This is an optimization exercise on Yosys and OpenROAD, whose aim is small area, not a production implementation.
In this exercise RTL edits were held to simulation tests only and were not proved equivalent to the original.
Power and IR drop assume default switching activity.

job 1467:
==> flow/design.v <==
`timescale 1ns / 1ps
module CCI_stage_top(
		input				clk,
		input				reset,
		input		[31:0]	dataIn,
		output	reg	[31:0]	outputVoltage,
		output	reg			outputValid
		);
	localparam DEPTH = 37;			 
	reg		[16:0]	u;
	reg				live;			 
	reg		[32*DEPTH-1:0]	sr;		 
	reg		[31:0]	hold0;			 
	reg				an;				 
	reg		[15:0]	ax;				 
	reg		[7:0]	y1;				 
	reg		[11:0]	z;				 
	reg		[11:0]	cr;				 
	reg		[11:0]	k1;				 
	wire	[31:0]	s0  = sr[0 +: 32];
	wire	[31:0]	s19 = sr[32*19 +: 32];
	wire	[31:0]	s36 = sr[32*36 +: 32];
	wire	[15:0]	d    = s0[31:16] - s0[15:0];
	wire			edge0 = (u[3:0] == 4'd15);	 
	wire			lineM = (u[16:4] == 13'd0);	 
	wire			cell0 = (u[3:0] == 4'd2);	 
	wire	[18:0]	p10 = {ax, 3'd0} + {2'd0, ax, 1'd0} + (an ? 19'd10 : 19'd0);
	wire	[7:0]	f10 = p10[18:11];
	wire	[7:0]	y1m = edge0 ? 8'd0 : y1;
	wire	[22:0]	pz  = {ax, 7'd0} + {6'd0, ax, 1'd0} + {7'd0, ax} + (an ? 23'd131 : 23'd0) + {y1m, 11'd0};
	wire	[11:0]	crn = (edge0 ? 12'd0 : {4'd0, f10}) + z;
	wire	[11:0]	term = cell0 ? k1 : cr;
	wire	[15:0]	upd  = s19[31:16] + {4'd0, term};
	always @(posedge clk) begin
		sr <= {sr[32*(DEPTH-1)-1 : 32*20], upd, s19[15:0], sr[32*19-1 : 0], dataIn};
		an <= d[15];
		ax <= d ^ {16{d[15]}};
		y1 <= f10;
		z  <= pz[22:11];
		cr <= lineM ? 12'd0 : crn;
		if (cell0) k1 <= cr;
		if (cell0) hold0 <= s36;
	end
	always @(posedge clk or posedge reset) begin
		if (reset) begin
			u             <= 17'h1FFF2;
			live          <= 1'b0;
			outputValid   <= 1'b0;
			outputVoltage <= 32'd0;
		end else begin
			u <= u + 17'd1;
			if (u[5] & ~u[4] & u[1]) live <= 1'b1;				 
			if (~u[5] & u[4] & u[1]) outputValid <= 1'b1;		 
			outputVoltage <= live ? (cell0 ? hold0 : s36) : 32'd0;
		end
	end
endmodule
export LEC_CHECK = 0
export ABC_AREA = 1
export CAP_MARGIN = 20
export CORE_MARGIN = 2
export CORE_UTILIZATION = 60
export PLACE_DENSITY = 0.75
export SLEW_MARGIN = 20
create_clock -name core_clock -period 5.0 [get_ports {clk}]
standard.sh (not shown) runs the stock make flow with config.mk's settings and CLKGATE_MAP_FILE= SYNTH_SCRIPT=/design/flow/synth_recipe.tcl, a recipe that flattens the netlist after the stock synthesis.
==> flow/flow/run.sh <==
#!/bin/bash
# The standard layout (standard.sh), with two changes made through ORFS's own
# variables: the port buffers use the smallest buffer cell, and CTS balances
# the tree without dummy loads. Each tool's output goes to orfs/logs; make's
# own output goes to flow_make.log here.
set -euo pipefail
export BUFFER_PORTS_ARGS="-buffer_cell sky130_fd_sc_hd__buf_1"
export CTS_ARGS="-sink_clustering_enable -repair_clock_nets -dont_use_dummy_load -sink_clustering_size 20 -sink_clustering_max_diameter 50 -buf_list sky130_fd_sc_hd__clkbuf_8"
bash standard.sh > flow_make.log 2>&1
Setup changes, job 1467 to job 5959
- ABC_AREA: 1 -> unset
--- a/flow/flow/run.sh
+++ b/flow/flow/run.sh
@@ -6,4 +6,4 @@
 set -euo pipefail
 export BUFFER_PORTS_ARGS="-buffer_cell sky130_fd_sc_hd__buf_1"
-export CTS_ARGS="-sink_clustering_enable -repair_clock_nets -dont_use_dummy_load -sink_clustering_size 20 -sink_clustering_max_diameter 50 -buf_list sky130_fd_sc_hd__clkbuf_8"
+export CTS_ARGS="-sink_clustering_enable -repair_clock_nets -dont_use_dummy_load -sink_clustering_size 11 -sink_clustering_max_diameter 40 -buf_list sky130_fd_sc_hd__clkbuf_4"
 bash standard.sh > flow_make.log 2>&1
## What came out
Comparing job 5959 against job 1467, there is no change at all in number of hold violations in the final report. Both conditions hold for job 5959: the flow ran to the end and the final layout passed the timing, DRC and antenna checks. Job 5959 reports a higher minimum clock period after layout than job 1467 does. Summary of job 5959 over job 1467: horizontal extent of the die lost 4.4 um, share of cell area taken by multi-input logic gates lost 1.7 points, tap cell count lost about 8%. Cell with the largest stage delay on the worst path: fa_1 -> job 1467, a2111o_1 -> job 5959.
### job 5959 -> job 8289
- CORE_UTILIZATION now 40, was 60
- PLACE_DENSITY no longer set, was 0.75
==> flow/run.sh (new file) <==
#!/bin/bash
# synth_recipe.tcl (not shown) runs the flow's synth.tcl, then flattens the netlist and writes it again
# the make line also repeats each setting of config.mk as NAME=value (left out here)
make -C /OpenROAD-flow-scripts/flow DESIGN_CONFIG=/design/flow/config.mk WORK_HOME=/design/flow/orfs CLKGATE_MAP_FILE= SYNTH_SCRIPT=/design/flow/synth_recipe.tcl finish
removed: flow/flow/run.sh
removed: flow/standard.sh
## What came out
- Per the final summary, job 8289 finished and its layout is clean on timing, DRC and antenna.
- Job 5959 → job 8289: switching power now sits higher; cell area after placement rose about 2.6%; total wirelength of the detailed-routed design rose 1.9%; count of inserted tapcells higher.
#### Input delta (job 5310 over job 8289)
- a change of CORE_UTILIZATION from 40 to 60
- an added CTS_CLUSTER_DIAMETER of 50
- an added CTS_CLUSTER_SIZE of 25
- an added PLACE_DENSITY of 0.75
- an added CTS_BUF_LIST of sky130_fd_sc_hd__clkbuf_16
Job 8289 has a higher clock-cell share of area than job 5310. Per the comparison of job 5310 with job 8289, power in combinational cells moved down, post-detailed-route via-to-cell ratio saw an increase, final hold slack rose by 0.022 ns, proportion of cell area occupied by registers increased 4.2 points, clock group power -about 30%. Compared with job 8289, job 5310 shows a share of the core filled with cells in the final layout that is 20 points higher. After detailed routing, job 8289 needs less wire than job 5310. Relative to job 8289, the fmax measured on job 5310 has increased slightly. In the reports for job 8289 and job 5310, the smaller portion of the clock cycle consumed by the worst path in the final layout belongs to job 5310. Power (job 5310 / job 8289): 0.904.
Edits applied to the flow inputs when going from job 5310 to job 9078:
- clearing CTS_CLUSTER_SIZE, which used to be 25
- clearing CTS_CLUSTER_DIAMETER, which used to be 50
- clearing CTS_BUF_LIST, which used to be sky130_fd_sc_hd__clkbuf_16
==> flow/flow/run.sh (new file) <==
#!/bin/bash
# The standard layout (standard.sh), with two changes made through ORFS's own
# variables: the port buffers use the smallest buffer cell, and CTS balances
# the tree without dummy loads. Each tool's output goes to orfs/logs; make's
# own output goes to flow_make.log here.
set -euo pipefail
export BUFFER_PORTS_ARGS="-buffer_cell sky130_fd_sc_hd__buf_1"
export CTS_ARGS="-sink_clustering_enable -repair_clock_nets -dont_use_dummy_load -sink_clustering_size 20 -sink_clustering_max_diameter 50 -buf_list sky130_fd_sc_hd__clkbuf_8"
bash standard.sh > flow_make.log 2>&1
==> flow/standard.sh (new file) <==
#!/bin/bash
# synth_recipe.tcl (not shown) runs the flow's synth.tcl, then flattens the netlist and writes it again
# the make line also repeats each setting of config.mk as NAME=value (left out here)
make -C /OpenROAD-flow-scripts/flow DESIGN_CONFIG=/design/flow/config.mk WORK_HOME=/design/flow/orfs CLKGATE_MAP_FILE= SYNTH_SCRIPT=/design/flow/synth_recipe.tcl "${@:-finish}"
removed: flow/run.sh
==> summary.txt <==
- Looking at aggregate global-route resource usage, job 9078 sits 0.86 points lower than job 5310 does.
- Changes observed in job 9078 relative to job 5310: post-CTS clock slew at the launch and capture registers of the worst setup and hold paths neither gained nor lost much; power density relative to cell area lost 31 nW/um^2; via count lost 159; net count of the finished layout picked up an extra about 0.53%; total chip power lost 8.7%.
- Measured against each other, job 9078 and job 5310 differ in least setup slack across all paths after layout, the lower figure coming from job 5310.
- Routed wire length: job 9078 < job 5310
- As far as sequential power is concerned, job 9078 and job 5310 perform about the same.
- Fraction of power consumed by the clock network (higher): job 5310
- Register-to-register slack | job 9078 above job 5310
## Diff of input files: job 7791 against job 9078
- a change of PLACE_DENSITY from 0.75 to 0.8
- a change of CORE_UTILIZATION from 60 to 70
- an added CTS_CLUSTER_SIZE of 20
- an added GPL_TIMING_DRIVEN of 0
- an added CTS_BUF_LIST of sky130_fd_sc_hd__clkbuf_4
==> flow/run.sh (new file) <==
#!/bin/bash
# synth_recipe.tcl (not shown) runs the flow's synth.tcl, then flattens the netlist and writes it again
# the make line also repeats each setting of config.mk as NAME=value (left out here)
make -C /OpenROAD-flow-scripts/flow DESIGN_CONFIG=/design/flow/config.mk WORK_HOME=/design/flow/orfs CLKGATE_MAP_FILE= SYNTH_SCRIPT=/design/flow/synth_recipe.tcl finish
removed: flow/flow/run.sh
removed: flow/standard.sh
[summary]
Aggregate global-route resource usage (higher): job 7791
For number of buffers created by CTS, dividing the value from job 7791 by the value from job 9078 gives 3.7.
Job 7791 vs. job 9078: overall power of the completed layout now sits higher, area of the core went down by 7400 um^2, post-route cell area has increased.
Going from job 9078 to job 7791, the final worst-path setup slack was found to have gone down by 0.32 ns.
Of job 7791 and job 9078, job 9078 shows the higher CTS clock-pin slew for the worst setup and hold paths, with job 7791 below it.

==> what the ideal ports hide <==
The results above use ideal ports. As a check the final layouts listed here were re-extracted and re-timed, cells and wires unchanged.
Step 1 sets driving cells, clkbuf_16 on the clock port and buf_2 on the other inputs (assumed; they add their load-dependent delay and slew).
Step 2 moves the port delays by t, midway between the first and last clock arrival at a register: inputs arrive t later, outputs are due t later. That takes back most of the time a late clock gives input paths.
Three values: no drivers, after step 1, after step 2; two values: the first two.
run	t (ns)	setup WS [ns]	worst setup path at the end	latest minus earliest clock arrival (ns)	worst slew at a driven data input, ns
job 1467	0.696	1.455 / 1.455 / 1.455	register to register	0.099 / 0.099	0.04
job 5959	0.946	0.778 / 0.778 / 0.778	register to register	0.114 / 0.114	0.05
job 8289	0.700	0.711 / 0.711 / 0.711	register to register	0.028 / 0.029	0.03
job 5310	0.657	0.790 / 0.790 / 0.790	register to register	0.027 / 0.027	0.03
job 9078	0.681	0.821 / 0.821 / 0.821	register to register	0.097 / 0.097	0.03
job 7791	1.074	0.503 / 0.503 / 0.503	register to register	0.082 / 0.082	0.04
After both steps every run listed still meets setup and hold.
